Source: an optimization exercise on an open RTL-to-GDS flow (aim: small area and a short achievable clock period). Production flows keep margins and buffers that such runs may drop. RTL that was checked went through simulation tests only; none was proved equivalent to the original. For run 2, only the layout was checked, not whether the RTL still works. Power and IR drop assume default switching activity.

$ cat flow/run.sh
#!/bin/bash
# synth_recipe.tcl (not shown) runs the flow's synth.tcl, then flattens the netlist and writes it again
# the make line also repeats each setting of config.mk as NAME=value (left out here)
make -C /OpenROAD-flow-scripts/flow DESIGN_CONFIG=/design/flow/config.mk WORK_HOME=/design/flow/orfs CLKGATE_MAP_FILE= SYNTH_SCRIPT=/design/flow/synth_recipe.tcl finish
$ cat flow/config.mk
export PLATFORM = sky130hd
export DESIGN_NAME = top_fsm
export DESIGN_NICKNAME = top_fsm
export VERILOG_FILES = /design/flow/design.v
export SDC_FILE = /design/flow/constraint.sdc
export NUM_CORES = 4
export LEC_CHECK = 0
export ABC_AREA = 1
export CAP_MARGIN = 20
export CORE_MARGIN = 2
export CORE_UTILIZATION = 40
export SLEW_MARGIN = 20
$ cat flow/constraint.sdc
create_clock -name core_clock -period 90.0 [get_ports {clk}]
set_input_delay 18.0000 -clock core_clock [delete_from_list [all_inputs] [get_ports {clk}]]
set_output_delay 18.0000 -clock core_clock [all_outputs]
set_load 0.01 [all_outputs]
$ cat flow/design.v
module display_comb(
	input wire [3:0] digit,
	output reg [7:0] segCode
);
always @(*) begin
	case (digit)
		4'h0: segCode = 8'b11000000;
		4'h1: segCode = 8'b11111001;
		4'h2: segCode = 8'b10100100;
		4'h3: segCode = 8'b10110000;
		4'h4: segCode = 8'b10011001;
		4'h5: segCode = 8'b10010010;
		4'h6: segCode = 8'b10000010;
		4'h7: segCode = 8'b11111000;
		4'h8: segCode = 8'b10000000;
		4'h9: segCode = 8'b10010000;
		default: segCode = 8'b11111111;
	endcase
end
endmodule
module scoreConverter(
	input wire [13:0] score,
	output wire [3:0] ones,
	output wire [3:0] tens,
	output wire [3:0] hundreds,
	output wire [3:0] thousands
);
function [3:0] add3;
	input [3:0] d;
	case (d)
		4'd5: add3 = 4'd8;
		4'd6: add3 = 4'd9;
		4'd7: add3 = 4'd10;
		4'd8: add3 = 4'd11;
		4'd9: add3 = 4'd12;
		4'd10: add3 = 4'd13;
		4'd11: add3 = 4'd14;
		4'd12: add3 = 4'd15;
		4'd13: add3 = 4'd0;
		4'd14: add3 = 4'd1;
		4'd15: add3 = 4'd2;
		default: add3 = d;
	endcase
endfunction
reg [17:0] bcd;
integer i;
always @(*) begin
	bcd = 18'd0;
	for (i = 13; i >= 0; i = i - 1) begin
		bcd[3:0] = add3(bcd[3:0]);
		bcd[7:4] = add3(bcd[7:4]);
		bcd[11:8] = add3(bcd[11:8]);
		bcd[15:12] = add3(bcd[15:12]);
		bcd = {bcd[16:0], score[i]};
	end
end
assign ones = bcd[3:0];
assign tens = bcd[7:4];
assign hundreds = bcd[11:8];
reg [3:0] th10;
always @(*) begin
	case (bcd[15:12])
		4'd0: th10 = 4'd10;
		4'd1: th10 = 4'd11;
		4'd2: th10 = 4'd12;
		4'd3: th10 = 4'd13;
		4'd4: th10 = 4'd14;
		4'd5: th10 = 4'd15;
		4'd6: th10 = 4'd0;
		4'd7: th10 = 4'd1;
		4'd8: th10 = 4'd2;
		default: th10 = 4'd3;
	endcase
end
assign thousands = bcd[16] ? th10 : bcd[15:12];
endmodule
module vga640x480(
	input wire clk,
	input wire reset,
	input wire [3:0] CatX,
	input wire [3:0] CatY,
	input wire [3:0] MouseX,
	input wire [3:0] MouseY,
	input wire [3:0] GoalX,
	input wire [3:0] GoalY,
	input wire GameOver,
	output reg hsync,
	output reg vsync,
	output wire [2:0] red,
	output wire [2:0] green,
	output wire [1:0] blue
);
reg [4:0] hcol;
reg [5:0] hsub;
reg [3:0] vrow;
reg [5:0] vsub;
function [15:0] map_row;
	input [3:0] r;
	case (r)
		4'd0:  map_row = 16'b1111111111111111;
		4'd1:  map_row = 16'b1000000110000011;
		4'd2:  map_row = 16'b1100110000110001;
		4'd3:  map_row = 16'b1001100000011101;
		4'd4:  map_row = 16'b1000001011000001;
		4'd5:  map_row = 16'b1010100000010101;
		4'd6:  map_row = 16'b1000101001010001;
		4'd7:  map_row = 16'b1010100000010101;
		4'd8:  map_row = 16'b1000001101000001;
		4'd9:  map_row = 16'b1011100000011101;
		4'd10: map_row = 16'b1000100000110001;
		4'd11: map_row = 16'b1100000110000011;
		default: map_row = 16'b1111111111111111;
	endcase
endfunction
function [5:0] inc6;
	input [5:0] a;
	inc6 = a ^ {&a[4:0], &a[3:0], &a[2:0], &a[1:0], a[0], 1'b1};
endfunction
wire hsub_end = (hsub == 6'd39);
wire line_end = (hcol == 5'd16) & (hsub == 6'd15);    
wire vsub_end = (vsub == 6'd39);
wire frame_end = (vrow == 4'd13);                       
wire [5:0] nhsub = hsub_end ? 6'd0 : inc6(hsub);
wire [4:0] nhcol = ~hsub_end ? hcol : (hcol == 5'd19) ? 5'd0 : hcol ^ {&hcol[3:0], &hcol[2:0], &hcol[1:0], hcol[0], 1'b1};
wire [5:0] nvsub = ~line_end ? vsub : (frame_end | vsub_end) ? 6'd0 : inc6(vsub);
wire [3:0] nvrow = ~line_end ? vrow : frame_end ? 4'd0 : vsub_end ? vrow ^ {&vrow[2:0], &vrow[1:0], vrow[0], 1'b1} : vrow;
wire nhsync = ~(((nhcol == 5'd16) & (nhsub[5] | nhsub[4])) | (nhcol == 5'd17) |
                ((nhcol == 5'd18) & ~nhsub[5]));
wire nvsync = ~((nvrow == 4'd0) & (nvsub[5:1] == 5'd0));
wire nvsub_ge31 = nvsub[5] | (&nvsub[4:0]);
wire nvact = ~((nvrow == 4'd0) & ~nvsub_ge31) & ~((nvrow == 4'd12) & nvsub_ge31) & (nvrow != 4'd13);
wire nhact = ~nhcol[4];
wire [3:0] ncol = nhcol[3:0];
wire [15:0] nmrow = map_row(nvrow);
wire nwallpix = nmrow[ncol];
reg r, g, b;
always @(*) begin
	r = 1'b0;
	g = 1'b0;
	b = 1'b0;
	if (nvact & nhact) begin
		if (ncol == MouseX && nvrow == MouseY) begin
			g = 1'b1;
		end else if (ncol == CatX && nvrow == CatY) begin
			r = 1'b1;
		end else if (ncol == GoalX && nvrow == GoalY) begin
			r = 1'b1;
			g = 1'b1;
		end else if (!nwallpix) begin
			r = 1'b1;
			g = ~GameOver;
			b = ~GameOver;
		end else begin
			b = 1'b1;
		end
	end
end
reg red1, green1, blue1;
always @(posedge clk or posedge reset) begin
	if (reset) begin
		hcol <= 5'd16;
		hsub <= 6'd16;
		vrow <= 4'd0;
		vsub <= 6'd0;
		hsync <= 1'b0;
		vsync <= 1'b0;
		red1 <= 1'b0;
		green1 <= 1'b0;
		blue1 <= 1'b0;
	end else begin
		hcol <= nhcol;
		hsub <= nhsub;
		vrow <= nvrow;
		vsub <= nvsub;
		hsync <= nhsync;
		vsync <= nvsync;
		red1 <= r;
		green1 <= g;
		blue1 <= b;
	end
end
assign red = {3{red1}};
assign green = {3{green1}};
assign blue = {2{blue1}};
endmodule
module step_slots(
	input wire clk,
	input wire reset,
	input wire [5:0] cc,
	output wire mslot,
	output wire cslot,
	output reg [3:0] r15,
	output reg [3:0] r12
);
reg [6:0] b2;
reg [1:0] d3_0;
reg [1:0] d3_1;
reg [1:0] d3_2;
reg [1:0] d3_3;
reg [2:0] d5_0;
reg [2:0] d5_1;
reg [2:0] d5_2;
reg [2:0] d7_0;
reg [2:0] d7_1;
reg [3:0] d11_0;
reg [3:0] d11_1;
reg [3:0] q13;
wire q13_fb = ~(q13[3] ^ q13[2]) ^ (q13 == 4'd2);
reg [4:0] q17;
wire q17_fb = ~(q17[4] ^ q17[2]) ^ (q17 == 5'd14);
reg [4:0] q19;
wire q19_fb = ~(q19[4] ^ q19[2]) ^ (q19 == 5'd9);
reg [4:0] q23;
wire q23_fb = ~(q23[4] ^ q23[2]) ^ (q23 == 5'd12);
reg [4:0] q29;
wire q29_fb = ~(q29[4] ^ q29[2]) ^ (q29 == 5'd5);
reg [4:0] q31;
wire q31_fb = ~(q31[4] ^ q31[2]);
reg [5:0] q37;
wire q37_fb = ~(q37[5] ^ q37[4]) ^ (q37 == 6'd16);
reg [5:0] q41;
wire q41_fb = ~(q41[5] ^ q41[0]) ^ (q41 == 6'd11);
reg [5:0] q43;
wire q43_fb = ~(q43[5] ^ q43[0]) ^ (q43 == 6'd29);
reg [5:0] q47;
wire q47_fb = ~(q47[5] ^ q47[4]) ^ (q47 == 6'd6);
reg [5:0] q53;
wire q53_fb = ~(q53[5] ^ q53[0]) ^ (q53 == 6'd23);
reg [5:0] q59;
wire q59_fb = ~(q59[5] ^ q59[4]) ^ (q59 == 6'd36);
reg [5:0] q61;
wire q61_fb = ~(q61[5] ^ q61[4]) ^ (q61 == 6'd10);
reg [6:0] q67;
wire q67_fb = ~(q67[6] ^ q67[4]) ^ (q67 == 7'd102);
reg [6:0] q71;
wire q71_fb = ~(q71[6] ^ q71[5]) ^ (q71 == 7'd32);
reg [6:0] q73;
wire q73_fb = ~(q73[6] ^ q73[5]) ^ (q73 == 7'd1);
reg [6:0] q79;
wire q79_fb = ~(q79[6] ^ q79[4]) ^ (q79 == 7'd43);
reg [6:0] q83;
wire q83_fb = ~(q83[6] ^ q83[3]) ^ (q83 == 7'd38);
reg [6:0] q89;
wire q89_fb = ~(q89[6] ^ q89[4]) ^ (q89 == 7'd98);
reg [6:0] q97;
wire q97_fb = ~(q97[6] ^ q97[0]) ^ (q97 == 7'd45);
reg [6:0] q101;
wire q101_fb = ~(q101[6] ^ q101[3]) ^ (q101 == 7'd65);
reg [6:0] q103;
wire q103_fb = ~(q103[6] ^ q103[3]) ^ (q103 == 7'd32);
reg [6:0] q107;
wire q107_fb = ~(q107[6] ^ q107[3]) ^ (q107 == 7'd66);
reg [6:0] q109;
wire q109_fb = ~(q109[6] ^ q109[5]) ^ (q109 == 7'd37);
reg [6:0] q113;
wire q113_fb = ~(q113[6] ^ q113[5]) ^ (q113 == 7'd15);
reg [6:0] q127;
wire q127_fb = ~(q127[6] ^ q127[5]);
function [1:0] next3;
	input [1:0] d;
	case (d)
		2'd0: next3 = 2'd1;
		2'd1: next3 = 2'd2;
		2'd2: next3 = 2'd0;
		default: next3 = 2'd0;
	endcase
endfunction
function [2:0] next5;
	input [2:0] d;
	case (d)
		3'd0: next5 = 3'd1;
		3'd1: next5 = 3'd2;
		3'd2: next5 = 3'd3;
		3'd3: next5 = 3'd4;
		3'd4: next5 = 3'd0;
		default: next5 = 3'd0;
	endcase
endfunction
function [2:0] next7;
	input [2:0] d;
	case (d)
		3'd0: next7 = 3'd1;
		3'd1: next7 = 3'd2;
		3'd2: next7 = 3'd3;
		3'd3: next7 = 3'd4;
		3'd4: next7 = 3'd5;
		3'd5: next7 = 3'd6;
		3'd6: next7 = 3'd0;
		default: next7 = 3'd0;
	endcase
endfunction
function [3:0] next11;
	input [3:0] d;
	case (d)
		4'd0: next11 = 4'd1;
		4'd1: next11 = 4'd2;
		4'd2: next11 = 4'd3;
		4'd3: next11 = 4'd4;
		4'd4: next11 = 4'd5;
		4'd5: next11 = 4'd6;
		4'd6: next11 = 4'd7;
		4'd7: next11 = 4'd8;
		4'd8: next11 = 4'd9;
		4'd9: next11 = 4'd10;
		4'd10: next11 = 4'd0;
		default: next11 = 4'd0;
	endcase
endfunction
wire wrap = (b2 == 7'd127) & (d3_0 == 2'd1) & (d3_1 == 2'd2) & (d3_2 == 2'd1) & (d3_3 == 2'd0) & (d5_0 == 3'd1) & (d5_1 == 3'd3) & (d5_2 == 3'd3) & (d7_0 == 3'd0) & (d7_1 == 3'd4) & (d11_0 == 4'd7) & (d11_1 == 4'd10) & (q13 == 4'd1);
always @(posedge clk or posedge reset) begin
	if (reset) begin
		b2 <= 7'd0;
		d3_0 <= 2'd0;
		d3_1 <= 2'd0;
		d3_2 <= 2'd0;
		d3_3 <= 2'd0;
		d5_0 <= 3'd0;
		d5_1 <= 3'd0;
		d5_2 <= 3'd0;
		d7_0 <= 3'd0;
		d7_1 <= 3'd0;
		d11_0 <= 4'd0;
		d11_1 <= 4'd0;
		q13 <= 4'd2;
		q17 <= 5'd14;
		q19 <= 5'd9;
		q23 <= 5'd12;
		q29 <= 5'd5;
		q31 <= 5'd0;
		q37 <= 6'd16;
		q41 <= 6'd11;
		q43 <= 6'd29;
		q47 <= 6'd6;
		q53 <= 6'd23;
		q59 <= 6'd36;
		q61 <= 6'd10;
		q67 <= 7'd102;
		q71 <= 7'd32;
		q73 <= 7'd1;
		q79 <= 7'd43;
		q83 <= 7'd38;
		q89 <= 7'd98;
		q97 <= 7'd45;
		q101 <= 7'd65;
		q103 <= 7'd32;
		q107 <= 7'd66;
		q109 <= 7'd37;
		q113 <= 7'd15;
		q127 <= 7'd0;
	end else if (wrap) begin
		b2 <= 7'd0;
		d3_0 <= 2'd0;
		d3_1 <= 2'd0;
		d3_2 <= 2'd0;
		d3_3 <= 2'd0;
		d5_0 <= 3'd0;
		d5_1 <= 3'd0;
		d5_2 <= 3'd0;
		d7_0 <= 3'd0;
		d7_1 <= 3'd0;
		d11_0 <= 4'd0;
		d11_1 <= 4'd0;
		q13 <= 4'd2;
		q17 <= 5'd14;
		q19 <= 5'd9;
		q23 <= 5'd12;
		q29 <= 5'd5;
		q31 <= 5'd0;
		q37 <= 6'd16;
		q41 <= 6'd11;
		q43 <= 6'd29;
		q47 <= 6'd6;
		q53 <= 6'd23;
		q59 <= 6'd36;
		q61 <= 6'd10;
		q67 <= 7'd102;
		q71 <= 7'd32;
		q73 <= 7'd1;
		q79 <= 7'd43;
		q83 <= 7'd38;
		q89 <= 7'd98;
		q97 <= 7'd45;
		q101 <= 7'd65;
		q103 <= 7'd32;
		q107 <= 7'd66;
		q109 <= 7'd37;
		q113 <= 7'd15;
		q127 <= 7'd0;
	end else begin
		b2 <= b2 ^ {&b2[5:0], &b2[4:0], &b2[3:0], &b2[2:0], &b2[1:0], b2[0], 1'b1};
		d3_0 <= next3(d3_0);
		if ((d3_0 == 2'd2)) d3_1 <= next3(d3_1);
		if ((d3_0 == 2'd2) & (d3_1 == 2'd2)) d3_2 <= next3(d3_2);
		if ((d3_0 == 2'd2) & (d3_1 == 2'd2) & (d3_2 == 2'd2)) d3_3 <= next3(d3_3);
		d5_0 <= next5(d5_0);
		if ((d5_0 == 3'd4)) d5_1 <= next5(d5_1);
		if ((d5_0 == 3'd4) & (d5_1 == 3'd4)) d5_2 <= next5(d5_2);
		d7_0 <= next7(d7_0);
		if ((d7_0 == 3'd6)) d7_1 <= next7(d7_1);
		d11_0 <= next11(d11_0);
		if ((d11_0 == 4'd10)) d11_1 <= next11(d11_1);
		q13 <= {q13[2:0], q13_fb};
		q17 <= {q17[3:0], q17_fb};
		q19 <= {q19[3:0], q19_fb};
		q23 <= {q23[3:0], q23_fb};
		q29 <= {q29[3:0], q29_fb};
		q31 <= {q31[3:0], q31_fb};
		q37 <= {q37[4:0], q37_fb};
		q41 <= {q41[4:0], q41_fb};
		q43 <= {q43[4:0], q43_fb};
		q47 <= {q47[4:0], q47_fb};
		q53 <= {q53[4:0], q53_fb};
		q59 <= {q59[4:0], q59_fb};
		q61 <= {q61[4:0], q61_fb};
		q67 <= {q67[5:0], q67_fb};
		q71 <= {q71[5:0], q71_fb};
		q73 <= {q73[5:0], q73_fb};
		q79 <= {q79[5:0], q79_fb};
		q83 <= {q83[5:0], q83_fb};
		q89 <= {q89[5:0], q89_fb};
		q97 <= {q97[5:0], q97_fb};
		q101 <= {q101[5:0], q101_fb};
		q103 <= {q103[5:0], q103_fb};
		q107 <= {q107[5:0], q107_fb};
		q109 <= {q109[5:0], q109_fb};
		q113 <= {q113[5:0], q113_fb};
		q127 <= {q127[5:0], q127_fb};
	end
end
reg ms, cs;
always @(*) begin
	case (cc)
		6'd0: begin ms = ((d5_0 == 3'd0)) & (q13 == 4'd2); cs = ((d5_0 == 3'd0)) & (q13 == 4'd2); end
		6'd1: begin ms = (b2[0:0] == 1'd0) & ((d3_0 == 2'd0)) & ((d11_0 == 4'd0)); cs = (b2[5:0] == 6'd0); end
		6'd2: begin ms = (q67 == 7'd102); cs = ((d3_0 == 2'd0) & (d3_1 == 2'd0)) & ((d7_0 == 3'd0)); end
		6'd3: begin ms = (b2[1:0] == 2'd0) & (q17 == 5'd14); cs = (b2[0:0] == 1'd0) & (q31 == 5'd0); end
		6'd4: begin ms = ((d3_0 == 2'd0)) & (q23 == 5'd12); cs = (q61 == 6'd10); end
		6'd5: begin ms = (b2[0:0] == 1'd0) & ((d5_0 == 3'd0)) & ((d7_0 == 3'd0)); cs = (b2[1:0] == 2'd0) & ((d3_0 == 2'd0)) & ((d5_0 == 3'd0)); end
		6'd6: begin ms = (q71 == 7'd32); cs = (q59 == 6'd36); end
		6'd7: begin ms = (b2[2:0] == 3'd0) & ((d3_0 == 2'd0) & (d3_1 == 2'd0)); cs = (b2[0:0] == 1'd0) & (q29 == 5'd5); end
		6'd8: begin ms = (q73 == 7'd1); cs = ((d3_0 == 2'd0)) & (q19 == 5'd9); end
		6'd9: begin ms = (b2[0:0] == 1'd0) & (q37 == 6'd16); cs = (b2[2:0] == 3'd0) & ((d7_0 == 3'd0)); end
		6'd10: begin ms = ((d3_0 == 2'd0)) & ((d5_0 == 3'd0) & (d5_1 == 3'd0)); cs = ((d5_0 == 3'd0)) & ((d11_0 == 4'd0)); end
		6'd11: begin ms = (b2[1:0] == 2'd0) & (q19 == 5'd9); cs = (b2[0:0] == 1'd0) & ((d3_0 == 2'd0) & (d3_1 == 2'd0) & (d3_2 == 2'd0)); end
		6'd12: begin ms = ((d7_0 == 3'd0)) & ((d11_0 == 4'd0)); cs = (q53 == 6'd23); end
		6'd13: begin ms = (b2[0:0] == 1'd0) & ((d3_0 == 2'd0)) & (q13 == 4'd2); cs = (b2[1:0] == 2'd0) & (q13 == 4'd2); end
		6'd14: begin ms = (q79 == 7'd43); cs = ((d3_0 == 2'd0)) & (q17 == 5'd14); end
		6'd15: begin ms = (b2[3:0] == 4'd0) & ((d5_0 == 3'd0)); cs = (b2[0:0] == 1'd0) & ((d5_0 == 3'd0) & (d5_1 == 3'd0)); end
		6'd16: begin ms = ((d3_0 == 2'd0) & (d3_1 == 2'd0) & (d3_2 == 2'd0) & (d3_3 == 2'd0)); cs = ((d7_0 == 3'd0) & (d7_1 == 3'd0)); end
		6'd17: begin ms = (b2[0:0] == 1'd0) & (q41 == 6'd11); cs = (b2[3:0] == 4'd0) & ((d3_0 == 2'd0)); end
		6'd18: begin ms = (q83 == 7'd38); cs = (q47 == 6'd6); end
		6'd19: begin ms = (b2[1:0] == 2'd0) & ((d3_0 == 2'd0)) & ((d7_0 == 3'd0)); cs = (b2[0:0] == 1'd0) & (q23 == 5'd12); end
		6'd20: begin ms = ((d5_0 == 3'd0)) & (q17 == 5'd14); cs = ((d3_0 == 2'd0) & (d3_1 == 2'd0)) & ((d5_0 == 3'd0)); end
		6'd21: begin ms = (b2[0:0] == 1'd0) & (q43 == 6'd29); cs = (b2[1:0] == 2'd0) & ((d11_0 == 4'd0)); end
		6'd22: begin ms = ((d3_0 == 2'd0)) & (q29 == 5'd5); cs = (q43 == 6'd29); end
		6'd23: begin ms = (b2[2:0] == 3'd0) & ((d11_0 == 4'd0)); cs = (b2[0:0] == 1'd0) & ((d3_0 == 2'd0)) & ((d7_0 == 3'd0)); end
		6'd24: begin ms = (q89 == 7'd98); cs = (q41 == 6'd11); end
		6'd25: begin ms = (b2[0:0] == 1'd0) & ((d3_0 == 2'd0) & (d3_1 == 2'd0)) & ((d5_0 == 3'd0)); cs = (b2[2:0] == 3'd0) & ((d5_0 == 3'd0)); end
		6'd26: begin ms = ((d7_0 == 3'd0)) & (q13 == 4'd2); cs = ((d3_0 == 2'd0)) & (q13 == 4'd2); end
		6'd27: begin ms = (b2[1:0] == 2'd0) & (q23 == 5'd12); cs = (b2[0:0] == 1'd0) & (q19 == 5'd9); end
		6'd28: begin ms = ((d3_0 == 2'd0)) & (q31 == 5'd0); cs = (q37 == 6'd16); end
		6'd29: begin ms = (b2[0:0] == 1'd0) & (q47 == 6'd6); cs = (b2[1:0] == 2'd0) & ((d3_0 == 2'd0) & (d3_1 == 2'd0)); end
		6'd30: begin ms = ((d5_0 == 3'd0)) & (q19 == 5'd9); cs = ((d5_0 == 3'd0)) & ((d7_0 == 3'd0)); end
		6'd31: begin ms = (b2[4:0] == 5'd0) & ((d3_0 == 2'd0)); cs = (b2[0:0] == 1'd0) & (q17 == 5'd14); end
		6'd32: begin ms = (q97 == 7'd45); cs = ((d3_0 == 2'd0)) & ((d11_0 == 4'd0)); end
		6'd33: begin ms = (b2[0:0] == 1'd0) & ((d7_0 == 3'd0) & (d7_1 == 3'd0)); cs = (b2[4:0] == 5'd0); end
		6'd34: begin ms = ((d3_0 == 2'd0) & (d3_1 == 2'd0)) & ((d11_0 == 4'd0)); cs = (q31 == 5'd0); end
		6'd35: begin ms = (b2[1:0] == 2'd0) & ((d5_0 == 3'd0) & (d5_1 == 3'd0)); cs = (b2[0:0] == 1'd0) & ((d3_0 == 2'd0)) & ((d5_0 == 3'd0)); end
		6'd36: begin ms = (q101 == 7'd65); cs = (q29 == 5'd5); end
		6'd37: begin ms = (b2[0:0] == 1'd0) & ((d3_0 == 2'd0)) & (q17 == 5'd14); cs = (b2[1:0] == 2'd0) & ((d7_0 == 3'd0)); end
		6'd38: begin ms = (q103 == 7'd32); cs = ((d3_0 == 2'd0) & (d3_1 == 2'd0) & (d3_2 == 2'd0)); end
		6'd39: begin ms = (b2[2:0] == 3'd0) & (q13 == 4'd2); cs = (b2[0:0] == 1'd0) & (q13 == 4'd2); end
		6'd40: begin ms = ((d3_0 == 2'd0)) & ((d5_0 == 3'd0)) & ((d7_0 == 3'd0)); cs = ((d5_0 == 3'd0) & (d5_1 == 3'd0)); end
		6'd41: begin ms = (b2[0:0] == 1'd0) & (q53 == 6'd23); cs = (b2[2:0] == 3'd0) & ((d3_0 == 2'd0)); end
		6'd42: begin ms = (q107 == 7'd66); cs = (q23 == 5'd12); end
		6'd43: begin ms = (b2[1:0] == 2'd0) & ((d3_0 == 2'd0) & (d3_1 == 2'd0) & (d3_2 == 2'd0)); cs = (b2[0:0] == 1'd0) & ((d11_0 == 4'd0)); end
		6'd44: begin ms = (q109 == 7'd37); cs = ((d3_0 == 2'd0)) & ((d7_0 == 3'd0)); end
		6'd45: begin ms = (b2[0:0] == 1'd0) & ((d5_0 == 3'd0)) & ((d11_0 == 4'd0)); cs = (b2[1:0] == 2'd0) & ((d5_0 == 3'd0)); end
		6'd46: begin ms = ((d3_0 == 2'd0)) & (q37 == 6'd16); cs = (q19 == 5'd9); end
		6'd47: begin ms = (b2[3:0] == 4'd0) & ((d7_0 == 3'd0)); cs = (b2[0:0] == 1'd0) & ((d3_0 == 2'd0) & (d3_1 == 2'd0)); end
		6'd48: begin ms = (q113 == 7'd15); cs = (q17 == 5'd14); end
		6'd49: begin ms = (b2[0:0] == 1'd0) & ((d3_0 == 2'd0)) & (q19 == 5'd9); cs = (b2[3:0] == 4'd0); end
		6'd50: begin ms = ((d5_0 == 3'd0)) & (q23 == 5'd12); cs = ((d3_0 == 2'd0)) & ((d5_0 == 3'd0)); end
		6'd51: begin ms = (b2[1:0] == 2'd0) & (q29 == 5'd5); cs = (b2[0:0] == 1'd0) & ((d7_0 == 3'd0)); end
		6'd52: begin ms = ((d3_0 == 2'd0) & (d3_1 == 2'd0)) & (q13 == 4'd2); cs = (q13 == 4'd2); end
		6'd53: begin ms = (b2[0:0] == 1'd0) & (q59 == 6'd36); cs = (b2[1:0] == 2'd0) & ((d3_0 == 2'd0)); end
		6'd54: begin ms = ((d7_0 == 3'd0)) & (q17 == 5'd14); cs = ((d11_0 == 4'd0)); end
		6'd55: begin ms = (b2[2:0] == 3'd0) & ((d3_0 == 2'd0)) & ((d5_0 == 3'd0)); cs = (b2[0:0] == 1'd0) & ((d5_0 == 3'd0)); end
		6'd56: begin ms = ((d11_0 == 4'd0) & (d11_1 == 4'd0)); cs = ((d3_0 == 2'd0) & (d3_1 == 2'd0)); end
		6'd57: begin ms = (b2[0:0] == 1'd0) & (q61 == 6'd10); cs = (b2[2:0] == 3'd0); end
		6'd58: begin ms = ((d3_0 == 2'd0)) & (q41 == 6'd11); cs = ((d7_0 == 3'd0)); end
		6'd59: begin ms = (b2[1:0] == 2'd0) & (q31 == 5'd0); cs = (b2[0:0] == 1'd0) & ((d3_0 == 2'd0)); end
		6'd60: begin ms = ((d5_0 == 3'd0) & (d5_1 == 3'd0) & (d5_2 == 3'd0)); cs = ((d5_0 == 3'd0)); end
		6'd61: begin ms = (b2[0:0] == 1'd0) & ((d3_0 == 2'd0) & (d3_1 == 2'd0)) & ((d7_0 == 3'd0)); cs = (b2[1:0] == 2'd0); end
		6'd62: begin ms = (q127 == 7'd0); cs = ((d3_0 == 2'd0)); end
		6'd63: begin ms = (b2[6:0] == 7'd0); cs = (b2[0:0] == 1'd0); end
		default: begin ms = 1'b0; cs = 1'b0; end
	endcase
end
assign mslot = ms;
assign cslot = cs;
always @(*) begin
	case ({d3_0, d5_0})
		{2'd0, 3'd0}: r15 = 4'd0;
		{2'd0, 3'd1}: r15 = 4'd6;
		{2'd0, 3'd2}: r15 = 4'd12;
		{2'd0, 3'd3}: r15 = 4'd3;
		{2'd0, 3'd4}: r15 = 4'd9;
		{2'd1, 3'd0}: r15 = 4'd10;
		{2'd1, 3'd1}: r15 = 4'd1;
		{2'd1, 3'd2}: r15 = 4'd7;
		{2'd1, 3'd3}: r15 = 4'd13;
		{2'd1, 3'd4}: r15 = 4'd4;
		{2'd2, 3'd0}: r15 = 4'd5;
		{2'd2, 3'd1}: r15 = 4'd11;
		{2'd2, 3'd2}: r15 = 4'd2;
		{2'd2, 3'd3}: r15 = 4'd8;
		{2'd2, 3'd4}: r15 = 4'd14;
		default: r15 = 4'd0;
	endcase
	case ({d3_0, b2[1:0]})
		{2'd0, 2'd0}: r12 = 4'd0;
		{2'd0, 2'd1}: r12 = 4'd9;
		{2'd0, 2'd2}: r12 = 4'd6;
		{2'd0, 2'd3}: r12 = 4'd3;
		{2'd1, 2'd0}: r12 = 4'd4;
		{2'd1, 2'd1}: r12 = 4'd1;
		{2'd1, 2'd2}: r12 = 4'd10;
		{2'd1, 2'd3}: r12 = 4'd7;
		{2'd2, 2'd0}: r12 = 4'd8;
		{2'd2, 2'd1}: r12 = 4'd5;
		{2'd2, 2'd2}: r12 = 4'd2;
		{2'd2, 2'd3}: r12 = 4'd11;
		default: r12 = 4'd0;
	endcase
end
endmodule
module walls4(
	input wire [3:0] x,
	input wire [3:0] y,
	output wire wU,
	output wire wR,
	output wire wD,
	output wire wL
);
assign wU = ~((x[0] & ~x[1] & ~x[3] & y[2]) | (~x[0] & x[3] & y[0] & y[2]) | (~x[0] & x[1] & x[3] & ~y[0]) | (x[0] & ~x[3] & ~y[1] & y[3]) | (~x[1] & x[3] & y[0] & y[1] & ~y[2]) | (x[1] & ~x[3] & y[0] & y[1] & ~y[2]) | (x[0] & ~x[3] & y[1] & y[2]) | (~x[0] & x[1] & x[3] & y[3]) | (~x[1] & ~x[2] & y[1] & y[3]) | (~x[0] & x[2] & ~y[0] & y[1] & ~y[3]) | (~x[1] & ~x[2] & ~y[0] & y[2]) | (x[1] & x[2] & y[1] & y[3]) | (x[1] & ~x[2] & ~y[0] & ~y[2] & ~y[3]) | (x[0] & x[3] & ~y[0] & ~y[2] & ~y[3]) | (~x[2] & ~x[3] & y[0] & y[1]) | (~x[2] & ~x[3] & y[0] & y[2]) | (x[0] & x[2] & ~y[0] & ~y[1] & ~y[3]) | (~x[0] & x[2] & x[3] & ~y[1] & y[3]));
assign wR = ~((~x[0] & ~x[1] & ~y[2]) | (x[0] & x[2] & ~x[3] & y[0]) | (x[0] & x[3] & ~y[1]) | (~x[0] & ~x[3] & ~y[0]) | (~x[1] & ~x[2] & x[3] & y[0]) | (~x[1] & ~x[2] & ~x[3] & ~y[0]) | (~x[2] & y[0] & y[1] & y[3]) | (x[1] & ~x[2] & ~y[0] & ~y[1]) | (x[1] & x[2] & ~x[3] & y[1] & ~y[3]) | (~x[2] & ~y[1] & ~y[2] & ~y[3]) | (~x[1] & x[2] & x[3] & ~y[0] & y[2]) | (x[0] & x[3] & ~y[0] & y[3]) | (~x[0] & ~x[3] & y[2]) | (x[0] & x[1] & x[2] & y[1]) | (~x[0] & ~x[3] & ~y[1] & y[3]) | (x[0] & x[2] & y[0] & ~y[3]));
assign wD = (y[0] & y[1] & y[3]) | (x[0] & x[3] & y[2]) | (~x[0] & ~x[3] & y[2]) | (x[1] & x[3] & ~y[1] & ~y[2] & ~y[3]) | (~x[1] & x[2] & ~x[3] & y[0] & ~y[1] & ~y[2]) | (x[0] & x[3] & ~y[0] & ~y[1]) | (~x[0] & ~x[3] & ~y[0] & ~y[1]) | (x[1] & ~x[2] & ~y[0] & ~y[2] & ~y[3]) | (x[1] & ~x[3] & y[0] & y[1] & ~y[2]) | (~x[1] & ~x[3] & y[1] & y[3]) | (x[0] & x[1] & x[2] & y[1] & y[3]) | (~x[0] & ~x[1] & x[2] & ~y[1] & y[3]) | (x[1] & x[2] & x[3] & y[1] & y[3]) | (~x[0] & ~x[1] & ~x[2] & y[1] & y[3]) | (x[0] & ~x[2] & x[3] & y[0] & y[1]) | (x[1] & ~x[2] & ~x[3] & ~y[1] & y[3]) | (~x[1] & ~x[2] & x[3] & y[0] & y[1] & y[2]) | (~x[0] & x[2] & x[3] & ~y[0] & ~y[2] & ~y[3]);
assign wL = ~((x[1] & ~x[2] & ~x[3] & ~y[0]) | (~x[0] & ~x[2] & x[3] & y[0]) | (x[1] & x[2] & ~x[3] & y[0]) | (x[0] & x[3] & ~y[0]) | (~x[1] & x[2] & ~y[0] & ~y[1]) | (x[2] & ~y[1] & ~y[2] & ~y[3]) | (x[0] & x[1] & ~x[2] & ~y[2]) | (x[2] & y[0] & y[1] & y[3]) | (x[1] & x[2] & x[3] & ~y[0]) | (~x[1] & ~x[2] & x[3] & y[1] & ~y[3]) | (x[0] & x[1] & y[1] & ~y[2]) | (x[1] & x[3] & y[1] & ~y[2]) | (x[0] & x[3] & y[2]) | (~x[1] & x[3] & ~y[1] & y[3]) | (~x[0] & ~x[1] & ~x[2] & y[3]));
endmodule
module wallg(
	input wire [3:0] x,
	input wire [3:0] y,
	output wire w
);
assign w = ~((~x[0] & x[3] & y[2]) | (x[0] & ~x[1] & ~x[3] & y[2]) | (x[0] & ~x[1] & x[3] & y[1] & ~y[2]) | (x[1] & ~x[3] & ~y[0] & y[1] & ~y[2]) | (~x[0] & x[1] & x[2] & ~x[3] & y[0]) | (x[2] & x[3] & ~y[0] & y[3]) | (x[0] & ~x[3] & y[0] & y[2]) | (x[0] & ~x[1] & ~x[2] & x[3] & y[0]) | (~x[0] & x[1] & x[3] & y[0] & ~y[3]) | (~x[0] & x[1] & ~x[2] & x[3] & y[3]) | (x[0] & ~x[1] & ~x[3] & ~y[1] & y[3]) | (x[1] & ~x[2] & ~x[3] & ~y[0] & y[2]) | (~x[1] & x[2] & y[0] & ~y[1] & ~y[2] & ~y[3]) | (~x[1] & x[2] & y[0] & y[1] & y[3]) | (~x[0] & ~x[1] & x[3] & ~y[0] & y[1]) | (x[0] & x[1] & ~y[0] & ~y[1] & y[3]) | (x[1] & ~x[2] & y[0] & y[1] & y[3]) | (x[1] & ~x[2] & y[0] & ~y[1] & ~y[2] & ~y[3]) | (x[2] & x[3] & ~y[0] & y[2]) | (x[0] & x[1] & x[2] & y[1] & ~y[3]) | (x[0] & ~x[2] & ~x[3] & ~y[0] & y[1]) | (x[1] & x[2] & y[0] & ~y[1] & y[3]) | (x[0] & ~x[1] & ~x[3] & y[0] & y[1] & ~y[3]) | (x[1] & ~x[2] & ~x[3] & ~y[0] & y[3]) | (x[1] & ~x[2] & ~y[0] & ~y[1] & y[2]) | (~x[1] & x[2] & ~y[0] & ~y[1] & y[3]) | (~x[1] & x[2] & ~y[0] & ~y[1] & y[2]) | (~x[1] & ~x[2] & x[3] & y[1] & ~y[2] & ~y[3]) | (~x[1] & ~x[2] & x[3] & y[0] & ~y[1] & y[3]));
endmodule
module Location(
	input wire rightBtn,
	input wire leftBtn,
	input wire upBtn,
	input wire downBtn,
	input wire crightBtn,
	input wire cleftBtn,
	input wire cupBtn,
	input wire cdownBtn,
	input wire clock,
	input wire reset,
	output wire [3:0] CatX,
	output wire [3:0] CatY,
	output wire [3:0] MouseX,
	output wire [3:0] MouseY,
	output wire [3:0] GoalX,
	output wire [3:0] GoalY,
	output wire [13:0] Score,
	output wire GameOver,
	output wire [3:0] nCatX,
	output wire [3:0] nCatY,
	output wire [3:0] nMouseX,
	output wire [3:0] nMouseY,
	output wire [3:0] nGoalX,
	output wire [3:0] nGoalY,
	output wire nGameOver
);
reg [3:0] mx, my, cx, cy, gx, gy;
reg [13:0] sc;
reg go;
reg [5:0] cc;
wire mslot, cslot;
wire [3:0] r15, r12;
step_slots steps(
	.clk(clock),
	.reset(reset),
	.cc(cc),
	.mslot(mslot),
	.cslot(cslot),
	.r15(r15),
	.r12(r12)
);
function [3:0] inc4;
	input [3:0] a;
	inc4 = a ^ {&a[2:0], &a[1:0], a[0], 1'b1};
endfunction
function [3:0] dec4;
	input [3:0] a;
	dec4 = a ^ {~|a[2:0], ~|a[1:0], ~a[0], 1'b1};
endfunction
function [13:0] add14;
	input [13:0] a;
	input [13:0] b;
	integer i;
	reg c;
	begin
		c = 1'b0;
		for (i = 0; i < 14; i = i + 1) begin
			add14[i] = a[i] ^ b[i] ^ c;
			c = (a[i] & b[i]) | (c & (a[i] ^ b[i]));
		end
	end
endfunction
function [13:0] dec14;
	input [13:0] a;
	integer i;
	reg b;
	begin
		b = 1'b1;
		for (i = 0; i < 14; i = i + 1) begin
			dec14[i] = a[i] ^ b;
			b = b & ~a[i];
		end
	end
endfunction
function [13:0] bonus;
	input [3:0] x;
	input [3:0] y;
	bonus = add14(add14(14'd50, {10'd0, x}), {10'd0, y});
endfunction
wire mact = mslot & ~go;
wire [3:0] myU = dec4(my), myD = inc4(my), mxR = inc4(mx), mxL = dec4(mx);
wire mwU, mwR, mwD, mwL;
walls4 mwalls(.x(mx), .y(my), .wU(mwU), .wR(mwR), .wD(mwD), .wL(mwL));
wire mokU = ~mwU, mokR = ~mwR, mokD = ~mwD, mokL = ~mwL;
wire mbtn = upBtn | rightBtn | downBtn | leftBtn;
wire mgoU = mact & upBtn & mokU;
wire mgoR = mact & ~upBtn & rightBtn & mokR;
wire mgoD = mact & ~upBtn & ~rightBtn & downBtn & mokD;
wire mgoL = mact & ~upBtn & ~rightBtn & ~downBtn & leftBtn & mokL;
wire mstx = ~(mgoR | mgoL);
wire msty = ~(mgoU | mgoD);
wire [3:0] mxn = mgoR ? mxR : (mgoL ? mxL : mx);
wire [3:0] myn = mgoU ? myU : (mgoD ? myD : my);
wire cact = cslot & ~go;
wire [3:0] cyU = dec4(cy), cyD = inc4(cy), cxR = inc4(cx), cxL = dec4(cx);
wire cwU, cwR, cwD, cwL;
walls4 cwalls(.x(cx), .y(cy), .wU(cwU), .wR(cwR), .wD(cwD), .wL(cwL));
wire cokU = ~cwU, cokR = ~cwR, cokD = ~cwD, cokL = ~cwL;
wire cgoU = cact & cupBtn & cokU;
wire cgoR = cact & ~cupBtn & crightBtn & cokR;
wire cgoD = cact & ~cupBtn & ~crightBtn & cdownBtn & cokD;
wire cgoL = cact & ~cupBtn & ~crightBtn & ~cdownBtn & cleftBtn & cokL;
wire cstx = ~(cgoR | cgoL);
wire csty = ~(cgoU | cgoD);
wire [3:0] cxn = cgoR ? cxR : (cgoL ? cxL : cx);
wire [3:0] cyn = cgoU ? cyU : (cgoD ? cyD : cy);
wire eqx = ((mstx & cstx | mgoR & cgoR | mgoL & cgoL) & (mx == cx)) |
           (mstx & cgoR & (mx == cxR)) | (mgoL & cstx & (mxL == cx)) | (mgoL & cgoR & (mxL == cxR)) |
           (mstx & cgoL & (mx == cxL)) | (mgoR & cstx & (mxR == cx)) | (mgoR & cgoL & (mxR == cxL));
wire eqy = ((msty & csty | mgoD & cgoD | mgoU & cgoU) & (my == cy)) |
           (msty & cgoD & (my == cyD)) | (mgoU & csty & (myU == cy)) | (mgoU & cgoD & (myU == cyD)) |
           (msty & cgoU & (my == cyU)) | (mgoD & csty & (myD == cy)) | (mgoD & cgoU & (myD == cyU));
wire caught = cact & eqx & eqy;
function within1;
	input [3:0] a;
	input [3:0] b;
	within1 = (a == b) | ((a == inc4(b)) & (b != 4'd15)) | ((inc4(a) == b) & (a != 4'd15));
endfunction
wire nearx = (cstx & within1(cx, gx)) | (cgoR & within1(cxR, gx)) | (cgoL & within1(cxL, gx));
wire neary = (csty & within1(cy, gy)) | (cgoU & within1(cyU, gy)) | (cgoD & within1(cyD, gy));
wire near = nearx & neary;
wire eatgx = (mstx & (mx == gx)) | (mgoR & (mxR == gx)) | (mgoL & (mxL == gx));
wire eatgy = (msty & (my == gy)) | (mgoU & (myU == gy)) | (mgoD & (myD == gy));
wire eatrx = (mstx & (mx == r15)) | (mgoR & (mxR == r15)) | (mgoL & (mxL == r15));
wire eatry = (msty & (my == r12)) | (mgoU & (myU == r12)) | (mgoD & (myD == r12));
wire eat = near ? (eatrx & eatry) : (eatgx & eatgy);
wire dec = mact & (|sc) & (mbtn | (sc == 14'd1));
wire [13:0] scm1 = dec14(sc);
wire [13:0] addg = add14(sc, bonus(gx, gy));
wire [13:0] addr = add14(sc, bonus(r15, r12));
wire [13:0] addg1 = dec14(addg);
wire [13:0] addr1 = dec14(addr);
wire [13:0] sc2 = eat ? (near ? (dec ? addr1 : addr) : (dec ? addg1 : addg)) : (dec ? scm1 : sc);
wire gwall;
wallg gwalls(.x(gx), .y(gy), .w(gwall));
wire gmove = near | eat | gwall;
always @(posedge clock or posedge reset) begin
	if (reset) begin
		mx <= 4'd5;
		my <= 4'd3;
		cx <= 4'd9;
		cy <= 4'd11;
		gx <= 4'd14;
		gy <= 4'd10;
		sc <= 14'd0;
		go <= 1'b0;
		cc <= 6'd0;
	end else begin
		mx <= mxn;
		my <= myn;
		cx <= cxn;
		cy <= cyn;
		if (gmove) begin
			gx <= r15;
			gy <= r12;
		end
		sc <= sc2;
		go <= go | caught;
		if (eat) cc <= cc ^ {&cc[4:0], &cc[3:0], &cc[2:0], &cc[1:0], cc[0], 1'b1};
	end
end
assign CatX = cx;
assign CatY = cy;
assign MouseX = mx;
assign MouseY = my;
assign GoalX = gx;
assign GoalY = gy;
assign Score = sc;
assign GameOver = go;
assign nCatX = cxn;
assign nCatY = cyn;
assign nMouseX = mxn;
assign nMouseY = myn;
assign nGoalX = gmove ? r15 : gx;
assign nGoalY = gmove ? r12 : gy;
assign nGameOver = go | caught;
endmodule
module top_fsm(
	input clk,
	input reset,
	input rightBtn,
	input leftBtn,
	input upBtn,
	input downBtn,
	input crightBtn,
	input cleftBtn,
	input cupBtn,
	input cdownBtn,
	output reg [7:0] segCode,
	output wire [3:0] an,
	output wire [2:0] red,
	output wire [2:0] green,
	output wire [1:0] blue,
	output wire hsync,
	output wire vsync,
	output wire [3:0] catX,
	output wire [3:0] catY,
	output wire [3:0] mouseX,
	output wire [3:0] mouseY,
	output wire [3:0] goalX,
	output wire [3:0] goalY,
	output wire [13:0] score,
	output wire gameOver
);
wire [3:0] nCatX, nCatY, nMouseX, nMouseY, nGoalX, nGoalY;
wire nGameOver;
Location locate(
	.rightBtn(rightBtn),
	.leftBtn(leftBtn),
	.upBtn(upBtn),
	.downBtn(downBtn),
	.crightBtn(crightBtn),
	.cleftBtn(cleftBtn),
	.cupBtn(cupBtn),
	.cdownBtn(cdownBtn),
	.clock(clk),
	.reset(reset),
	.CatX(catX),
	.CatY(catY),
	.MouseX(mouseX),
	.MouseY(mouseY),
	.GoalX(goalX),
	.GoalY(goalY),
	.Score(score),
	.GameOver(gameOver),
	.nCatX(nCatX),
	.nCatY(nCatY),
	.nMouseX(nMouseX),
	.nMouseY(nMouseY),
	.nGoalX(nGoalX),
	.nGoalY(nGoalY),
	.nGameOver(nGameOver)
);
wire [3:0] ones, tens, hundreds, thousands;
scoreConverter converter(
	.score(score),
	.ones(ones),
	.tens(tens),
	.hundreds(hundreds),
	.thousands(thousands)
);
vga640x480 drawScreen(
	.clk(clk),
	.reset(reset),
	.CatX(nCatX),
	.CatY(nCatY),
	.MouseX(nMouseX),
	.MouseY(nMouseY),
	.GoalX(nGoalX),
	.GoalY(nGoalY),
	.GameOver(nGameOver),
	.hsync(hsync),
	.vsync(vsync),
	.red(red),
	.green(green),
	.blue(blue)
);
reg [1:0] count;
always @(posedge clk or posedge reset) begin
	if (reset)
		count <= 2'b00;
	else
		count <= {count[1] ^ count[0], ~count[0]};
end
reg [3:0] digit;
always @(*) begin
	case (count)
		2'd0: digit = ones;
		2'd1: digit = tens;
		2'd2: digit = hundreds;
		default: digit = thousands;
	endcase
end
wire [7:0] seg;
display_comb decode(
	.digit(digit),
	.segCode(seg)
);
reg [1:0] shown;
always @(posedge clk) begin
	segCode <= seg;
	shown <= count;
end
assign an = (shown == 2'd0) ? 4'b1110 :
            (shown == 2'd1) ? 4'b1101 :
            (shown == 2'd2) ? 4'b1011 : 4'b0111;
endmodule
==> results.txt, run 1 <==
* Clock sink count: 282
- Cells along the critical path: clkdlybuf4s50_1 -> or2_2 -> nor3b_1 -> o2111ai_1 -> a2111oi_0 -> nand2_1 -> inv_2 -> nor2_2 -> nand2_1 -> nand3_1 -> o21ai_0 -> nand3_2 -> o21ai_2 -> xor2_1 -> nand2_1 -> nor2_1 -> nand2_1 -> and3_1
* Maximum number of pins on one net before global-route repair: 135
* Share of synthesized flip-flops with an asynchronous set or reset: 96.8%
- Number of buffers inserted to repair setup after CTS: 0
* DRC violation total after the first TritonRoute iteration: 1792
- Along the worst path, the maximum fanout reaches 13.
* Number of CTS-inserted buffers: 37
* Worst-case reg-to-reg path depth: 24
- During synthesis, Yosys emitted a total of 6 warnings.
- The number of antenna violations at the first check in global routing came to 0.
* Final Cycle Share: 23.7%
* Outcome: complete, no violations
* All-layer global routing usage: 23.1%
- The routed layout has 20400 vias.
* R2R Path Start: locate.steps.d3_0[1]
- Number of synthesized register bits: 282
- Net switching is 21.7% of the power.
- In this run the number of H-tree levels came out at 2.
- In the final layout, the share of cells above drive strength 1 is 10.0%.
- RSZ-0062 raised after global routing: no
- In this run the power density over the cells is 11.8 nW/um^2.
- Flip-flop and latch area: 7110 um^2
- Once detail routing completed, the nets flagged for antenna violations numbered 0.
- The clock network accounts for 54.9% of the total power.
- Max-cap violations in this run came to 0.
- Critical path type: in2reg
* Final weighted congestion of routability-driven global placement: 0.994
- Clock-pin slew was measured on the worst setup and hold paths at 0.06 ns.
- Smallest setup slack after layout: 68.70 ns
- In this run, post-CTS repair resized a total of 0 instances.
* Net count of the finished layout: 3256
- Final critical path time including I/O delays and setup: 21.30 ns
- Clock tree buffer depth: 3
* Fmax: 46.9 MHz
- Cell Area, Synth: 21900 um^2
- TritonCTS built the clock tree.
- After filler insertion, the fill cell instance count of the layout stands at 5432.
* Die Area: 56700 um^2
- First-pass DRT Iterations: 6
- Post-synthesis to final-layout area growth: 11.9%
* Top Ports: 71
- First-pass GRT wire length: 106 mm
- Critical-path top delay cell: sky130_fd_sc_hd__clkdlybuf4s50_1
* Worst Skew: 0.0302 ns
- Core region area: 54000 um^2
* Detailed-route wire length per cell: 17.1 um
* Stages on worst setup path: 18
- Combined area of the multi-input logic cells: 12700 um^2
- CP top delay family: simple AND/OR/NAND/NOR gates
* Sw power: 62.6 uW
- At the pin with the least slew margin, the transition time is 0.976 ns.
* Post-synthesis area per instance: 7.22 um^2
* Count of final setup violators: 0
- Synthesis instantiated 72 different standard cells from the library.
- Overall die height: 238 um
* Number of rows in the core area: 85
- Along the worst hold path, the cell count comes to 0.
* Starting utilization of the core area: 40.6%
- Internal power: 226 uW
- CTS Hold Bufs: 0
- IR analysis of the VDD net gives a maximum drop of 0.0000124 V.
* Synthesized instance count: 3036
- The path class of the tightest hold or removal check is reg2reg.
* Sequential-to-total area share from yosys stat: 32.4%
* Largest stage delay on the critical path: 0.45 ns
* Setup Total Neg Slack: 0 ns
- Sequential cells burn 44.0% of the power.
- 0 antenna diodes ended up in the layout.
- The clock reaches the later pin of the worst-skew pair after 0.57 ns.
- Worst-case register-to-register setup slack: 83.05 ns
- In this run the static leakage power is 11.9 nW.
- The via count of the first global-routing pass came to 20100.
- Detailed placement finished with a half-perimeter wire length of 48.7 mm.
* Count of flip-flops with a built-in enable after synthesis: 0
- CP Data Required Time: 90.45 ns
- After detailed routing, the total wire length is 64.8 mm.
* Slew Limit Headroom: 34.9%
* Residual overflow from global routing: 0
- Hold EP: locate.steps.q13[2]
- Worst R2R End: locate.sc[13]
* Most prevalent standard cell on the critical path: sky130_fd_sc_hd__nand2_1
- Setup crit end kind: flip-flop
- Worst EP arrival: 21.75 ns
- In the layout the commonest cells are sky130_fd_sc_hd__nand2_1, sky130_fd_sc_hd__inv_1, sky130_fd_sc_hd__nor2_1, sky130_fd_sc_hd__nand3_1, sky130_fd_sc_hd__dfrtp_1.
- Combined buffer and inverter count along the critical path: 2
- In this run the horizontal extent of the chip is 238 um.
* # port buffers: 69
- Number of nets produced by synthesis: 3226
- Leading cell type in the layout, fill and taps excluded: sky130_fd_sc_hd__nand2_1
- Worst hold path startpoint: locate.steps.q13[1]
- Using the TritonRoute via totals, the vias-per-cell ratio works out to 5.39.
- Pre-CTS setup slack: 68.32 ns
- The root buffer cell chosen for the clock tree is sky130_fd_sc_hd__clkbuf_16.
- Top flip-flop cell by instance count after synthesis: sky130_fd_sc_hd__dfrtp_1
* DRC violations left: 0
* Crit start category: primary input
- Hold Fails Final Rpt: 0
- The number of slew-limit violations in the final report was 0.
- Of the total power, combinational logic draws 1.1%.
-- layer usage --
layer	GRT usage [%]	vias up	wire length, um
li1	-	9943	-
met5	0	-	0
met3	3.12	137	3890
met2	37.9	648	29800
met4	7.88	0	2010
met1	31.4	9716	29100
-- cell families after synthesis --
| group | synth area share [%] |
|---|---|
| other | 0.0171 |
| XOR/XNOR | 5.83 |
| buffers and inverters | 9.96 |
| AO/OA/AOI/OAI | 11.5 |
| flip-flops | 32.4 |
| AND/OR/NAND/NOR | 29.3 |
| adder cells (fa/ha/maj) | 11.0 |
-- how the worst max path moves through the flow --
| stage | from | endpoint | slack, ns |
|---|---|---|---|
| floorplan | reset | count[0] | 64.60 |
| global placement | upBtn | drawScreen.green1 | 68.39 |
| detailed placement | upBtn | drawScreen.green1 | 68.32 |
| CTS | upBtn | drawScreen.blue1 | 68.89 |
| global route | upBtn | drawScreen.green1 | 68.45 |
| finish | upBtn | drawScreen.blue1 | 68.70 |
-- through the flow --
| stage | total power [mW] | cells | hold slack [ns] | area [um^2] | util (%) |
|---|---|---|---|---|---|
| floorplan | 0.131 | 3036 | 0.395 | 21900 | - |
| CTS | 0.293 | 3791 | 0.412 | 24500 | 45.4 |
| detailed placement | 0.132 | 3723 | 0.403 | 23200 | 43.0 |
| global route | 0.299 | 3791 | 0.412 | 24500 | 45.4 |
| finish | 0.289 | 3791 | 0.408 | 24500 | 45.4 |
| global placement | 0.132 | 3723 | 0.391 | 23200 | 43.0 |
-- registers in the layout, summed over array words and instances, names as in the netlist, 7 cells and up --
signal / count
locate.steps.q67: 7
locate.steps.q109: 7
locate.steps.b2: 7
locate.steps.q71: 7
locate.steps.q97: 7
locate.steps.q113: 7
locate.steps.q83: 7
locate.steps.q79: 7
locate.steps.q73: 7
locate.steps.q101: 7
locate.steps.q89: 7
locate.steps.q107: 7
locate.sc: 14
locate.steps.q103: 7
locate.steps.q127: 7
segCode: 7
-- cells in the mapped netlist (all sizes together), types with 48 or more instances --
cell type  number  share of area, %
a21oi          77               1.9
clkbuf         66               1.1
dfrtp         197                22
dfstp          76               9.1
ha            160               9.1
inv           459               7.9
nand2         616                11
nand3         208               4.9
nand4          74               2.2
nor2          398               7.1
nor3           60               1.4
o21ai         182               4.3
xnor2          48               1.9
xor2           98               3.9
-- worst reg2reg max path, delay by kind of cell (launching register included) --
| kind | cells | cell delay, ns |
|---|---|---|
| AND/OR/NAND/NOR | 3 | 0.39 |
| adder cells (fa/ha/maj) | 15 | 4.77 |
| buffers and inverters | 3 | 0.36 |
| XOR/XNOR | 1 | 0.17 |
| flip-flops | 1 | 0.38 |
| AO/OA/AOI/OAI | 2 | 0.75 |
-- final cells by class --
| cell class | count | share of cell area, % |
|---|---|---|
| clock inverter | 17 | 1.04 |
| inverter | 470 | 7.24 |
| multi-input combinational | 2190 | 51.6 |
| clock buffer | 51 | 4.36 |
| sequential | 282 | 29.0 |
| timing repair buffer | 85 | 3.30 |
| tap | 696 | 3.55 |
-- power by group through the flow --
stage                     sequential (mW)  combinational (mW)  clock, mW
after global routing                0.127             0.00373      0.169
final                               0.127             0.00318      0.159
after detailed placement            0.129             0.00338          0
after global placement              0.129             0.00329          0
after CTS                           0.127             0.00338      0.163
after floorplan                     0.129             0.00200          0
==> inputs of run 2 (changes only) <==
--- a/flow/design.v
+++ b/flow/design.v
@@ -663,11 +663,5 @@
 wire [3:0] cxn = cgoR ? cxR : (cgoL ? cxL : cx);
 wire [3:0] cyn = cgoU ? cyU : (cgoD ? cyD : cy);
-wire eqx = ((mstx & cstx | mgoR & cgoR | mgoL & cgoL) & (mx == cx)) |
-           (mstx & cgoR & (mx == cxR)) | (mgoL & cstx & (mxL == cx)) | (mgoL & cgoR & (mxL == cxR)) |
-           (mstx & cgoL & (mx == cxL)) | (mgoR & cstx & (mxR == cx)) | (mgoR & cgoL & (mxR == cxL));
-wire eqy = ((msty & csty | mgoD & cgoD | mgoU & cgoU) & (my == cy)) |
-           (msty & cgoD & (my == cyD)) | (mgoU & csty & (myU == cy)) | (mgoU & cgoD & (myU == cyD)) |
-           (msty & cgoU & (my == cyU)) | (mgoD & csty & (myD == cy)) | (mgoD & cgoU & (myD == cyU));
-wire caught = cact & eqx & eqy;
+wire caught = cact & (cxn == mxn) & (cyn == myn);
 function within1;
 	input [3:0] a;
@@ -675,12 +669,6 @@
 	within1 = (a == b) | ((a == inc4(b)) & (b != 4'd15)) | ((inc4(a) == b) & (a != 4'd15));
 endfunction
-wire nearx = (cstx & within1(cx, gx)) | (cgoR & within1(cxR, gx)) | (cgoL & within1(cxL, gx));
-wire neary = (csty & within1(cy, gy)) | (cgoU & within1(cyU, gy)) | (cgoD & within1(cyD, gy));
-wire near = nearx & neary;
-wire eatgx = (mstx & (mx == gx)) | (mgoR & (mxR == gx)) | (mgoL & (mxL == gx));
-wire eatgy = (msty & (my == gy)) | (mgoU & (myU == gy)) | (mgoD & (myD == gy));
-wire eatrx = (mstx & (mx == r15)) | (mgoR & (mxR == r15)) | (mgoL & (mxL == r15));
-wire eatry = (msty & (my == r12)) | (mgoU & (myU == r12)) | (mgoD & (myD == r12));
-wire eat = near ? (eatrx & eatry) : (eatgx & eatgy);
+wire near = within1(cxn, gx) & within1(cyn, gy);
+wire eat = near ? ((mxn == r15) & (myn == r12)) : ((mxn == gx) & (myn == gy));
 wire dec = mact & (|sc) & (mbtn | (sc == 14'd1));
 wire [13:0] scm1 = dec14(sc);
==> results.txt, run 2 <==
- Yosys top cell area share: 23.7% (+1.2 points)
* Final weighted congestion of routability-driven global placement: 0.973 (-2.1%)
- The final critical-path setup slack came to 67.86 ns (-0.832 ns).
* Number of nets produced by synthesis: 3046 (-5.6%)
- The clock transition at the registers of the reported paths came to 0.06 ns (about the same).
* Worst min-delay path class: reg2reg
* Share of synthesized flip-flops with an asynchronous set or reset: 96.8% (unchanged)
* Post-synthesis to final-layout area growth: 12.2%
- In the post-synthesis netlist, the biggest area contributors are sky130_fd_sc_hd__dfrtp_1, sky130_fd_sc_hd__nand2_1, sky130_fd_sc_hd__dfstp_2.
- The total of buffers placed on input and output ports is 69 (unchanged).
- The number of instances in the synthesized netlist came to 2860 (-5.8%).
- The post-synthesis sequential area ratio came to 34.2% (+1.8 points).
- The tree is rooted in a sky130_fd_sc_hd__clkbuf_16.
- First-pass DRT Iterations: 6 (unchanged)
- The count of max-cap constraint violations was 0 (unchanged).
- Clock tree from TritonCTS: done
* Residual overflow from global routing: 0 (unchanged)
- The total of endpoints with negative setup slack in the final report came to 0 (unchanged).
* Pre-CTS setup slack: 67.33 ns (-0.987 ns)
- Worst Skew: 0.0143 ns (-0.0159 ns)
- DRC violations left: 0 (unchanged)
- Maximum number of pins on one net before global-route repair: 144 (+6.7%)
- Slew Limit Headroom: 26.6% (-8.4 points)
- Setup Total Neg Slack: 0 ns (unchanged)
- Post-synthesis cell type count: 68 (-5.6%)
- The number of synthesized flops with an enable pin is 0 (unchanged).
- Final critical path time including I/O delays and setup: 22.14 ns (+0.832 ns)
- Leakage power: 11.5 nW (-2.9%)
- Post-Layout Cell Count: 3605 (-4.9%)
- The total power per unit cell area came to 12.0 nW/um^2 (+2.2%).
- For this run, the leading register cell type out of synthesis is sky130_fd_sc_hd__dfrtp_1.
* Critical path type: in2reg
- The post-CTS setup buffer count is 0 (unchanged).
- Top library cells by usage in the layout, fill and taps aside: sky130_fd_sc_hd__nand2_1, sky130_fd_sc_hd__inv_1, sky130_fd_sc_hd__nor2_1, sky130_fd_sc_hd__nand3_1, sky130_fd_sc_hd__dfrtp_1
- Number of CTS-inserted buffers: 34 (-8.1%)
* Setup crit end kind: flip-flop
- Core region area: 51300 um^2 (-5.0%)
- The worst path arrival time was 22.55 ns (+0.80 ns).
- The data required time of the critical path was 90.41 ns (-0.04 ns).
- Worst-case register-to-register setup slack: 82.90 ns (-0.15 ns)
* Total non-filler cell area in the finished layout: 23300 um^2 (-5.0%)
- Total via count in the routed design: 19200 (-6.1%)
- The switching power total was 59.5 uW (-4.9%).
- Via-per-instance ratio: 5.33 (-1.2%)
- Die Area: 53800 um^2 (-5.2%)
- Antenna diodes: 0 (unchanged)
* Biggest area consumer among synthesized cells: sky130_fd_sc_hd__dfrtp_1
- The flow ran to the end and the layout has no timing, DRC or antenna violations.
* Number of synthesized register bits: 282 (unchanged)
* First-pass GRT wire length: 96.1 mm (-9.6%)
* Crit start category: primary input
- Fmax: 45.2 MHz (-3.8%)
* Post-Place Cell Area: 22100 um^2 (-5.0%)
- The number of synthesis warnings was 6 (unchanged).
- The effective utilization at floorplan was 40.5% (-0.083 points).
* CTS Hold Bufs: 0 (unchanged)
* Hold Fails Final Rpt: 0 (unchanged)
* Worst-case reg-to-reg path depth: 35 (+46%)
* Synth cell count leaders: sky130_fd_sc_hd__nand2_1, sky130_fd_sc_hd__inv_1, sky130_fd_sc_hd__nor2_1
- Part of the power in combinational logic: 1.2% (about the same)
- Number of rows in the core area: 83 (-2.4%)
* CTS-repair resized insts: 0 (unchanged)
- The fill cell total of the finished layout was 5204 (-4.2%).
- Cell Area, Synth: 20800 um^2 (-5.2%)
- Internal power: 221 uW (-2.4%)
* DRC violation total after the first TritonRoute iteration: 1243 (-31%)
* Routed WL: 58.5 mm (-9.8%)
- Net count of the finished layout: 3085 (-5.3%)
* Crit Path Max Fanout: 38 (+25)
- Leaving out fill and tap cells, the most frequent cell in the layout is sky130_fd_sc_hd__nand2_1.
* Post-route ant nets: 0 (unchanged)
- The number of primary I/O pins was 71 (unchanged).
* Register with the highest flop count: locate.sc
- The number of buffers between clock root and the deepest sink came to 3 (unchanged).
- The count of cells along the worst hold path is 0 (unchanged).
- The period utilization is 24.6% (+0.92 points).
* Total design power: 280 uW (-2.9%)
- Overall die height: 232 um (-2.6%)
- Number of cells in the design after placement: 3542 (-4.9%)
- The die boundary width was 232 um (-2.6%).
* Switching part of the total power: 21.2% (-0.44 points)
- Most instantiated library cell after synthesis: sky130_fd_sc_hd__nand2_1
- Number of antenna violations at the first check in global routing: 0 (unchanged)
- The average wire per standard cell came to 16.2 um (-5.1%).
- Worst Max-Slew Pin Slew: 1.09 ns (+0.116 ns)
- Count of pins over their slew limit: 0 (unchanged)
* Post-synthesis area per instance: 7.27 um^2 (+0.59%)
- Fraction of power consumed by sequential logic: 45.3% (+1.3 points)
* All-layer global routing usage: 21.9% (-1.2 points)
- H-tree depth: 2 (unchanged)
* Clock sink count: 282 (unchanged)
- Latest clock arrival within the worst-skew pair: 0.54 ns (-0.03 ns)
* Clock network fraction of total power: 53.5% (-1.4 points)
- RSZ-0062 raised after global routing: no
- The via count of the first global-routing pass was 18700 (-6.8%).
- Fraction of layout cells with a size suffix above 1: 9.91% (-0.10 points)
- The number of flip-flops in the largest register is 14 (unchanged).
- The maximum ir drop on the vdd rail came to 0.0000150 V (+21%).
- The half-perimeter wire length after placement was 43.8 mm (-10%).
-- run 2: changes by cell type after synthesis, moves of 10 or more --
cell                       change
sky130_fd_sc_hd__nor3_1       +10
sky130_fd_sc_hd__nor2_1       -26
sky130_fd_sc_hd__o22ai_1      +12
sky130_fd_sc_hd__o211ai_1     +10
sky130_fd_sc_hd__clkbuf_1     -13
sky130_fd_sc_hd__o21ai_0      -70
sky130_fd_sc_hd__xnor2_1      -32
sky130_fd_sc_hd__xor2_1       -61
sky130_fd_sc_hd__nand3_1      +22
sky130_fd_sc_hd__nor4_1       -14
-- run 2: path summary, 6_finish.rpt --
kind	start	end
min	locate.steps.q13[1]	locate.steps.q13[2]
max reg2reg	locate.steps.b2[0]	locate.cc[4]
max	cdownBtn	locate.cc[4]
max in group asynchronous	reset	locate.go
min reg2reg	locate.steps.q13[1]	locate.steps.q13[2]
min in group asynchronous	reset	locate.steps.q113[4]
-- run 2: layout make-up --
cell class	instances	area (um^2)	share of cell area, %
inverter	469	1770	7.58
clock buffer	44	960	4.12
sequential	282	7110	30.5
clock inverter	18	270	1.16
multi-input combinational	2032	11600	49.6
timing repair buffer	80	793	3.40
tap	680	851	3.65
-- run 2: cell families (layout without fill, tap and decap cells) --
group / after synthesis / after routing / synth area share (%)
mux: 2 / 2 / 0.108
fa+ha+maj: 176 / 176 / 11.3
buf+inv: 546 / 611 / 10.2
xor+xnor: 53 / 53 / 2.23
compound gates: 357 / 357 / 11.0
other cells: 1 / 1 / 0.0180
flops: 282 / 282 / 34.2
simple gates: 1443 / 1443 / 30.9
-- run 2: worst max-delay path, stage by stage --
cell	delay (ns)
sky130_fd_sc_hd__clkdlybuf4s50_1	0.49
sky130_fd_sc_hd__o21ai_0	0.10
sky130_fd_sc_hd__a211oi_1	0.17
sky130_fd_sc_hd__nand2_1	0.09
sky130_fd_sc_hd__nor3_1	0.24
sky130_fd_sc_hd__inv_1	0.12
sky130_fd_sc_hd__nor2_4	0.16
sky130_fd_sc_hd__o21ai_1	0.09
sky130_fd_sc_hd__nand2_1	0.14
sky130_fd_sc_hd__inv_1	0.11
sky130_fd_sc_hd__ha_1	0.22
sky130_fd_sc_hd__ha_1	0.29
sky130_fd_sc_hd__xnor2_1	0.13
sky130_fd_sc_hd__nand2_1	0.07
sky130_fd_sc_hd__nor2_1	0.10
sky130_fd_sc_hd__nand2_1	0.06
sky130_fd_sc_hd__inv_1	0.05
sky130_fd_sc_hd__nand2_1	0.05
sky130_fd_sc_hd__nand3_1	0.10
sky130_fd_sc_hd__nand2_2	0.35
sky130_fd_sc_hd__inv_2	0.40
sky130_fd_sc_hd__nand4_1	0.16
sky130_fd_sc_hd__o21ai_2	0.08
sky130_fd_sc_hd__buf_4	0.38
sky130_fd_sc_hd__mux2_2	0.38
-- run 2: power by group through the flow --
stage / combinational, mW / clock, mW / sequential, mW
floorplan: 0.00208 / 0 / 0.129
global placement: 0.00342 / 0 / 0.129
detailed placement: 0.00348 / 0 / 0.129
CTS: 0.00349 / 0.155 / 0.127
global route: 0.00406 / 0.159 / 0.127
finish: 0.00344 / 0.150 / 0.127
-- run 2: metrics by stage --
step | util [%] | hold slack, ns
after floorplan | - | 0.395
after global placement | 43.0 | 0.388
after detailed placement | 43.0 | 0.392
after CTS | 45.4 | 0.412
after global routing | 45.4 | 0.422
final | 45.4 | 0.412
-- run 2: per-layer routing --
layer | GRT usage (%) | part of all wire [%]
met5 | 0 | 0
met3 | 2.64 | 4.7
met1 | 29.3 | 45
met2 | 36.7 | 47
met4 | 7.53 | 3.1

-- re-timing with driven ports --
The results above use ideal ports. As a check the final layouts listed here were re-extracted and re-timed, cells and wires unchanged. Step 1: set_driving_cell puts a clkbuf_16 on clk and a buf_2 on each other input, an assumption about the parent block. Step 2 also shifts input and output timing later by t, the mid clock arrival at the registers, as if the neighbouring blocks saw the same clock. Slacks: no drivers / after step 1 / after step 2; pairs: no drivers / after step 1.
run	shift t [ns]	setup slack, ns	worst register clock-pin slew, ns
run 1	0.607	68.696 / 68.718 / 68.111	0.06 / 0.06
run 2	0.591	67.865 / 67.897 / 67.306	0.06 / 0.06
After both steps setup and hold are still met in every run listed. For run 1, which loses most, drivers alone change the setup slack by +0.022 ns; drivers and shift together by -0.585 ns.
